From an optimization exercise on the open Yosys and OpenROAD flow, aimed at small area; shortcuts taken in it are not production practice. Function was checked by simulation only, so behaviour that the tests miss may differ from the original. Power figures rest on the tool's default switching activity, not on a simulated workload.

==> run.sh <==
#!/bin/bash
# synth_recipe.tcl (not shown) runs the flow's synth.tcl, then flattens the netlist and writes it again
# the make line also repeats each setting of config.mk as NAME=value (left out here)
make -C /OpenROAD-flow-scripts/flow DESIGN_CONFIG=/design/flow/config.mk WORK_HOME=/design/flow/orfs CLKGATE_MAP_FILE= SYNTH_SCRIPT=/design/flow/synth_recipe.tcl finish
==> config.mk <==
export PLATFORM = sky130hd
export DESIGN_NAME = uart
export DESIGN_NICKNAME = uart
export VERILOG_FILES = /design/flow/design.v
export SDC_FILE = /design/flow/constraint.sdc
export NUM_CORES = 4
export LEC_CHECK = 0
export CAP_MARGIN = 20
export CORE_MARGIN = 2
export CORE_UTILIZATION = 40
export SLEW_MARGIN = 20
==> constraint.sdc <==
create_clock -name core_clock -period 32.0 [get_ports {clk}]
set_input_delay 6.4000 -clock core_clock [delete_from_list [all_inputs] [get_ports {clk}]]
set_output_delay 6.4000 -clock core_clock [all_outputs]
set_load 0.01 [all_outputs]
==> design.v <==
module uart_rx #(parameter DATA_WIDTH = 8)(
    input logic clk_i,
    input logic rst_n_i,
    input logic rx_i,
    input logic [15: 0] cfg_div,
    output logic [7:0] mst_axis_tdata_o, 
    output logic mst_axis_tvalid_o, 
    output logic mst_axis_tlast_o, 
    input  logic mst_axis_tready_i,
    output logic parity_check_error,
    output logic stop_bit_check_error
);
    enum {IDLE, START_BIT, DATA_BIT, PARITY_BIT, STOP_BIT_M} state, next_state;
    logic rx_d;
    logic rx_dd;
    logic [15: 0] counter;
    logic [ 3: 0] bit_count;
    logic parity_bit;
    logic stop_bit;
    always_ff @(posedge clk_i or negedge rst_n_i) begin
        if(~rst_n_i) begin
            rx_d <= 1;
        end else begin
            rx_d <= rx_i;
        end
    end
    always_ff @(posedge clk_i or negedge rst_n_i) begin
        if(~rst_n_i) begin
            rx_dd <= 1;
        end else begin
            rx_dd <= rx_d;
        end
    end
    always_ff @(posedge clk_i or negedge rst_n_i) begin
        if(~rst_n_i) begin
            state <= IDLE;
        end else begin
            state <= next_state;
        end
    end
    always_ff @(posedge clk_i or negedge rst_n_i) begin
        if(~rst_n_i) begin
            counter <= 0;
        end else begin
            case(state)
                IDLE: counter <= cfg_div/2;
                START_BIT,
                DATA_BIT,
                PARITY_BIT,
                STOP_BIT_M: 
                begin
                    counter <= counter - 1;
                    if(counter == 0) begin
                        counter <= cfg_div;
                    end
                end
                default:
                begin
                    counter <= cfg_div;
                end
            endcase
        end 
    end
    always_ff @(posedge clk_i or negedge rst_n_i) begin
        if(~rst_n_i) begin
            bit_count <= 0;
        end else if(state == DATA_BIT) begin
            if (counter == 0) begin
                bit_count <= bit_count + 1;
            end
            if (bit_count == 8 && counter == 0) begin
                bit_count <= 0;
            end
        end else begin
            bit_count <= 0;
        end
    end
    always_ff @(posedge clk_i or negedge rst_n_i) begin
        if(~rst_n_i) begin
            mst_axis_tdata_o <= 0;
        end else if (state == DATA_BIT) begin
            if(counter == 0 && bit_count < 8) begin
                mst_axis_tdata_o <= {mst_axis_tdata_o[6:0], rx_i};
            end
        end
    end
    always_ff @(posedge clk_i or negedge rst_n_i) begin
        if(~rst_n_i) begin
            mst_axis_tvalid_o <= 0;
            mst_axis_tlast_o <= 0;
        end else if (state == STOP_BIT_M) begin
            if(counter == 0) begin
                mst_axis_tvalid_o <= 1;
                mst_axis_tlast_o <= 1;
            end else begin
                mst_axis_tvalid_o <= 0;
                mst_axis_tlast_o <= 0;
            end
        end else begin
            mst_axis_tvalid_o <= 0;
            mst_axis_tlast_o <= 0;
        end
    end
    always_ff @(posedge clk_i or negedge rst_n_i) begin
        if(~rst_n_i) begin
            parity_bit <= 0;
            parity_check_error <= 0;
        end else if(state == PARITY_BIT) begin
            if (counter == 0) begin
                parity_bit <= rx_i;
                parity_check_error <= (rx_i == ^mst_axis_tdata_o) ? 0 : 1;
            end
        end
    end
    always_ff @(posedge clk_i or negedge rst_n_i) begin
        if(~rst_n_i) begin
            stop_bit <= 0;
            stop_bit_check_error <= 0;
        end else begin
            if(state == STOP_BIT_M) begin
                if (counter == 0) begin
                    stop_bit <= rx_i;
                    stop_bit_check_error <= (1 == rx_i) ? 0 : 1;
                end
            end
        end
    end
    always_comb begin
        case(state)
            IDLE: begin
                if(rx_dd == 0) begin
                    next_state = START_BIT;
                end else begin
                    next_state = IDLE;
                end
            end
            START_BIT: begin
                if(counter == 0) begin
                    next_state = DATA_BIT;
                end else begin
                    next_state = START_BIT;
                end
            end
            DATA_BIT: begin
                if (bit_count == 8 && counter == 0) begin
                    next_state = PARITY_BIT;
                end else begin
                    next_state = DATA_BIT;
                end
            end
            PARITY_BIT: begin
                if(counter == 0) begin
                    next_state = STOP_BIT_M;
                end else begin
                    next_state = PARITY_BIT;
                end
            end
            STOP_BIT_M: begin
                if(counter == 0) begin
                    next_state = IDLE;
                end else begin
                    next_state = STOP_BIT_M;
                end    
            end
            default: begin
                next_state = IDLE;
            end
        endcase
    end
endmodule
module uart_tx #(parameter DATA_WIDTH = 8)(
    input logic clk_i,
    input logic rst_n_i,
    input logic [16:0] boudrate_i,
    input  logic [7:0] slv_axis_tdata_i,
    input  logic slv_axis_tvalid_i,
    input  logic slv_axis_tlast_i,
    output logic slv_axis_tready_o,
    output logic tx_o
);
    logic bit_done;
    logic boudgenerate;
    logic [ 7: 0] reg_data;
    logic [15: 0] cfg_div;
    logic [15: 0] counter;
    logic [ 3: 0] bit_count;
    enum {IDLE, START_BIT, DATA_BIT, PARITY_BIT, STOP_BIT_M} state, next_state;
    always_comb begin
        case(boudrate_i)
            17'd9600:   cfg_div = 104;
            17'd19200:  cfg_div = 52;
            17'd38400:  cfg_div = 26;
            17'd57600:  cfg_div = 17;
            17'd115200: cfg_div = 8;
            default:    cfg_div = 104;
        endcase
    end
    always_ff @(posedge clk_i or negedge rst_n_i) begin
        if(~rst_n_i) begin
            state <= IDLE;
        end else begin
            state <= next_state;
        end
    end
    always_comb begin
        next_state = state;
        boudgenerate = 0;
        tx_o = 1;
        case(state)
            IDLE:
            begin
                if(slv_axis_tvalid_i) begin
                    next_state = START_BIT;
                end else begin
                    next_state = IDLE;
                end
            end
            START_BIT:
            begin
                tx_o = 0;
                boudgenerate = 1;
                if (bit_done) begin
                    next_state = DATA_BIT;
                end else begin
                    next_state = START_BIT;
                end
            end
            DATA_BIT:
            begin
                tx_o = reg_data[7];
                boudgenerate = 1;
                if(bit_done) begin
                    if(bit_count == 8) begin
                        next_state = PARITY_BIT;
                    end else begin
                        next_state = DATA_BIT;
                    end
                end
            end
            PARITY_BIT:
            begin
                tx_o = ^reg_data;
                boudgenerate = 1;
                if(bit_done) begin
                    next_state = STOP_BIT_M;
                end else begin
                    next_state = PARITY_BIT;
                end
            end
            STOP_BIT_M:
            begin
                tx_o = 1;
                boudgenerate = 1;
                if(bit_done) begin
                    next_state = IDLE;
                end else begin
                    next_state = STOP_BIT_M;
                end
            end
            default:
            begin
                next_state = IDLE;
            end
        endcase
    end
    always_ff @(posedge clk_i or negedge rst_n_i) begin
        if(~rst_n_i) begin
            counter <= 0;
            bit_done <= 0;
        end else begin
            if(boudgenerate) begin
                if(counter == cfg_div) begin
                    counter <= 0;
                    bit_done <= 1;
                end else begin
                    counter <= counter + 1;
                    bit_done <= 0;
                end
            end else begin
                counter <= 0;
                bit_done <= 0;
            end
        end
    end
    always_ff @(posedge clk_i or negedge rst_n_i) begin
        if(~rst_n_i) begin
            bit_count <= 0;
        end else if (state == DATA_BIT) begin
            if(bit_done) begin
                bit_count <= bit_count + 1;
            end
        end else begin
            bit_count <= 0;
        end
    end
    always_ff @(posedge clk_i or negedge rst_n_i) begin
        if(~rst_n_i) begin
            reg_data <= 0;
        end else if(state == IDLE && slv_axis_tvalid_i) begin
            reg_data <= slv_axis_tdata_i;
        end else if(state == DATA_BIT) begin
            if(bit_done) begin
                reg_data <= {reg_data[6:0], 1'b0};
            end
        end
    end
    assign slv_axis_tready_o = (state == IDLE);
endmodule
module uart_regs (
    input logic clk_i,
    input logic rst_n_i,
    input logic psel_i,
    input logic penable_i,
    input logic pwrite_i,
    input logic [31:0] paddr_i,
    input logic [31:0] pwdata_i,
    output logic pready_o,
    output logic pslverr_o,
    output logic [31:0] prdata_o,
    input stop_bit_check_error,
    input parity_check_error,
    output logic [16:0] boudrate_o
);
    localparam ADDR_STATUS_REG = 32'h00;
    localparam ADDR_CFG_REG = 32'h04;
    wire [31:0] status_reg;
    reg [31:0] cfg_reg;  
    reg stop_bit_check;
    reg parity_check;
    always_ff @(posedge clk_i or negedge rst_n_i) begin
        if(~rst_n_i) begin
            stop_bit_check <= 0;
        end else if(stop_bit_check_error) begin
            stop_bit_check <= 1;
        end else if((pwrite_i && psel_i && penable_i && pready_o) && paddr_i == ADDR_STATUS_REG) begin
            if(pwdata_i[0]) begin
                stop_bit_check <= 0;
            end
        end
    end
    always_ff @(posedge clk_i or negedge rst_n_i) begin
        if(~rst_n_i) begin
            parity_check <= 0;
        end else if(parity_check_error) begin
            parity_check <= 1;
        end else if((pwrite_i && psel_i && penable_i && pready_o) && paddr_i == ADDR_CFG_REG) begin
            if(pwdata_i[0]) begin
                parity_check <= 0;
            end
        end
    end
    always_ff @(posedge clk_i or negedge rst_n_i) begin
        if(~rst_n_i) begin
            cfg_reg    <= 0;
            pslverr_o  <= 0;
        end else if (pwrite_i && psel_i && penable_i && pready_o) begin
            case(paddr_i)
                ADDR_CFG_REG:    cfg_reg    <= pwdata_i;
                default: pslverr_o <= 1;
            endcase
        end
    end
    always_ff @(posedge clk_i or negedge rst_n_i) begin
        if(~rst_n_i) begin
            prdata_o <= 0;
        end else if(~pwrite_i && psel_i && ~penable_i) begin
            case(paddr_i) 
                ADDR_STATUS_REG:    prdata_o <= status_reg;
                ADDR_CFG_REG:       prdata_o <= cfg_reg;
                default:            prdata_o <= 0;
            endcase
        end
    end
        always_ff @(posedge clk_i or negedge rst_n_i) begin
        if(~rst_n_i) begin
            pready_o <= 0;
        end else if(psel_i && ~penable_i) begin
            pready_o <= 1;
        end else begin
            pready_o <= 0;
        end
    end
    assign status_reg = {30'd0, parity_check, stop_bit_check};
    assign boudrate_o = (cfg_reg[17:1] == 17'd0) ? 17'd0 : {cfg_reg[31:18], 3'd000}/cfg_reg[17:1];
endmodule
module uart #(parameter DATA_WIDTH = 8)(
    input logic clk,
    input logic rst_n,
    input  logic [DATA_WIDTH-1:0] slv_axis_tdata_i,
    input  logic slv_axis_tvalid_i,
    input  logic slv_axis_tlast_i,
    output logic slv_axis_tready_o,
    output logic [DATA_WIDTH-1:0] mst_axis_tdata_o,
    output logic mst_axis_tvalid_o,
    output logic mst_axis_tlast_o,
    input  logic mst_axis_tready_i,
    input logic psel_i,
    input logic penable_i,
    input logic pwrite_i,
    input logic [31:0] paddr_i,
    input logic [31:0] pwdata_i,
    output logic pready_o,
    output logic pslverr_o,
    output logic [31:0] prdata_o,
    input rx_i,
    output tx_o
);
    logic [16:0] boudrate;
    logic parity_check_error;
    logic stop_bit_check_error;
    uart_rx uart_rx2axis (
        .clk_i (clk),
        .rst_n_i (rst_n),
        .rx_i (rx_i),
        .cfg_div (boudrate[15:0]),
        .mst_axis_tdata_o (mst_axis_tdata_o),
        .mst_axis_tvalid_o (mst_axis_tvalid_o),
        .mst_axis_tlast_o (mst_axis_tlast_o),
        .mst_axis_tready_i (mst_axis_tready_i),
        .parity_check_error (parity_check_error),
        .stop_bit_check_error (stop_bit_check_error)
    );
    uart_tx axis2uart_tx (
        .clk_i (clk),
        .rst_n_i (rst_n),
        .boudrate_i (boudrate),
        .slv_axis_tdata_i (slv_axis_tdata_i),
        .slv_axis_tvalid_i (slv_axis_tvalid_i),
        .slv_axis_tlast_i (slv_axis_tlast_i),
        .slv_axis_tready_o (slv_axis_tready_o),
        .tx_o (tx_o)
    );
    uart_regs apb_uart_regs (
        .clk_i      (clk),
        .rst_n_i    (rst_n),
        .psel_i     (psel_i),
        .penable_i  (penable_i),
        .pwdata_i   (pwdata_i),
        .prdata_o   (prdata_o),
        .pready_o   (pready_o),
        .pslverr_o  (pslverr_o),
        .pwrite_i   (pwrite_i),
        .paddr_i    (paddr_i),
        .stop_bit_check_error (stop_bit_check_error),
        .parity_check_error (parity_check_error),
        .boudrate_o (boudrate)
    );
endmodule
==> results.toml <==
[setup_path]
crit_buf_inv = 24
crit_fanout = 14
cpMaxStageDelayCell = "or4_1"
worstSetupPathType = "reg2reg"
worstSetupStartpointType = "flip-flop"
crit_arrival_ns = 30.53
critPathRequiredTime_ns = 32.36
cp_top_family = "compound AO/OA/AOI/OAI gates"
crit_path_frequent_cell = "buf_4"
cp-end-kind = "flip-flop"
cpPeakStageDelay_ns = 0.54

[synth]
synth_top_area_share_pct = 22.5
synth_edf_count = 0
synth_cell_types = 94
ys_ff_latch = 136
synthTopCellsByArea = "dfrtp_1, ha_1, nand2_1, o21ai_0, nor2_1"
synthFlopType = "dfrtp_1"
yosysTopAreaCell = "dfrtp_1"
synth-async-reset-ratio_pct = 100
yosysWarningCount = 3
ys_seq_area_share_pct = 22.8
synth_common_cells = "nand2_1, nor2_1, ha_1"
synth_area_um2 = 14900
yosysMostFrequentCell = "nand2_1"
synthesis.instances = 1904
avgSynthCellArea_um2 = 7.84
syn_nets = 2145

[pwr]
power.density_nw_per_um2 = 25.5
max-vdd-ir-drop_v = 0.0000262
finalPower_uw = 504
p_leak_uw = 0.00938

[global_route]
overflow = 0
grt.total_usage_pct = 26.2
grt_antenna_before_repair = 2
grt_pass1_wl_um = 81000
grt_pass1_vias = 15500
grt_max_degree = 74

[cts]
tritoncts = "yes"
clockBufferDepth = 2
clkLatencyLatePin_ns = 0.43
root_buffer = "clkbuf_16"
clk_pin_slew_worst_paths_ns = 0.07
cts_max_level = 4
clock-sinks = 136
cts_buffers = 17
holdBufCountCts = 0

[timing]
max-slew-margin-rel_pct = 37.5
hold_viol = 0
worst_pin_slew_ns = 0.938
setup_viol = 0
timing.final.ws_setup_ns = 1.83
max_freq_mhz = 33.1
post-route-period-util_pct = 94.3
min_period_ns = 30.17
drv_slew = 0
skew_ns = 0.0163
holdWs_ns = 0.359

[layout]
area_growth_syn_to_layout_pct = 32.2
layout.cells.non_filler = 2801
nNetsFinal = 2559
fillers = 3538
layout-drive-gt1-share_pct = 21.0

[routing]
route.vias.total = 16000
antenna_left = 0
drc_errors = 0
firstDrtPassIters = 5
wl_um = 51100
viasPerCell = 5.71
drtIter0Drc = 953
post_drt_wl_per_cell_um = 18.2

[placement]
post-place-ws_ns = 1.23
io_buffers = 124
gp_congestion = 0.936
dp_hpwl_um = 40200
dp_cells = 2766

[floorplanning]
die-area_um2 = 38900
chipHeight_um = 197
start_util_pct = 40.7
std_cell_rows = 70
io_pins = 127
core-area_um2 = 36700
die_w_um = 197

[worst_hold_path]
hold_path.class = "reg2reg"

[run]
maxCapViolCount = 0

[outcome]
status = "finished clean"
==> cells by family after synthesis <==
| kind of cell | Yosys count | share of synthesized area (%) |
|---|---|---|
| xor gates and xnor gates | 102 | 5.98 |
| AOI/OAI and AO/OA | 559 | 25.1 |
| and+or+nand+nor | 744 | 24.5 |
| adders and majority gates | 161 | 13.5 |
| DFF | 136 | 22.8 |
| buffers and inverters | 141 | 3.66 |
| muxes | 61 | 4.42 |
==> layout make-up <==
type	count	area, um2	area share (%)
clock inverter	13	110	0.558
multi-input combinational	1627	11100	56.3
clock buffer	19	443	2.24
timing repair buffer	469	3830	19.4
inverter	67	251	1.27
sequential	136	3410	17.3
tap	468	586	2.97
antenna	2	5.00	0.0254
==> power breakdown <==
| part | leakage [uW] | switching (uW) | internal [uW] |
|---|---|---|---|
| Sequential | 0.00168 | 22.8 | 191 |
| Combinational | 0.00744 | 51.4 | 54.2 |
| Clock | 0.000261 | 81.0 | 103 |
==> final timing paths <==
check,from,to,slack [ns],cells after the start
worst max register to register,apb_uart_regs.cfg_reg[17]$_DFFE_PN0P_,axis2uart_tx.bit_done$_DFF_PN0_,1.83,133
worst max-delay path,apb_uart_regs.cfg_reg[17]$_DFFE_PN0P_,axis2uart_tx.bit_done$_DFF_PN0_,1.83,133
max in group asynchronous,rst_n,axis2uart_tx.reg_data[2]$_DFFE_PN0P_,24.69,2
worst min-delay path,uart_rx2axis.rx_d$_DFF_PN1_,uart_rx2axis.rx_dd$_DFF_PN1_,0.36,0
worst min register to register,uart_rx2axis.rx_d$_DFF_PN1_,uart_rx2axis.rx_dd$_DFF_PN1_,0.36,0
min in group asynchronous,rst_n,uart_rx2axis.mst_axis_tdata_o[7]$_DFFE_PN0P_,5.94,1
==> per-layer routing <==
metal	up-vias	track usage (%)	part of all wire [%]
met3	63	2.37	3.7
met1	7686	33.2	44
met2	337	46.8	49
li1	7897	-	-
met4	0	8.52	2.9
met5	-	0	0
==> timing repair <==
action,CTS,global route
resized for setup,0,23
endpoints found under the setup margin,0,9
buffers inserted,0,1
==> placed cells by master, fill, tap and decap left out, types with 38 or more instances in the layout <==
master,count
or3_1,38
o21ai_0,123
a21oi_1,116
nand2_1,234
dfrtp_1,133
inv_1,67
clkdlybuf4s50_1,123
ha_1,159
nor3_1,70
buf_4,345
xnor2_1,59
o21a_1,49
a21o_1,38
mux2_2,39
xor2_1,43
nor2_1,159
nand3_1,74
==> worst register-to-register path: cells and delay by family (launching register included) <==
| family | cells | cell delay, ns |
|---|---|---|
| compound gates | 57 | 13.33 |
| fa+ha+maj | 16 | 4.99 |
| buf+inv | 24 | 4.23 |
| flops | 1 | 0.52 |
| mux | 4 | 1.15 |
| simple gates | 32 | 5.85 |
==> per-stage QoR <==
stage	util, %	TNS, ns	instance area [um2]
4_1_cts	53.5	0	19600
2_1_floorplan	-	0	14900
3_5_place_dp	52.0	0	19100
5_1_grt	53.8	-0.224	19700
6_report	53.8	0	19700
3_3_place_gp	52.0	0	19100

==> port drivers added, routing unchanged <==
Ports are ideal in the flow. The routed layout listed here was re-timed in OpenROAD. Step 1, drivers: a clkbuf_16 drives clk and a buf_2 each remaining input, both assumed. Step 2 adds t to the input delays and takes it off the output delays; t is the mean of the earliest and latest rising clock arrival at the registers after step 1. Input paths then give back, and output paths get back, about the clock's delay inside the block. a / b / c = ideal / step 1 / step 2; a / b = the first two.
shift t [ns]: 0.474
setup slack, ns: 1.831 / 1.831 / 1.831
worst setup path after step 2: register to register
After both steps this run still meets setup and hold. The setup slack of this run moves by 0.000 ns with the drivers and by 0.000 ns with both steps.
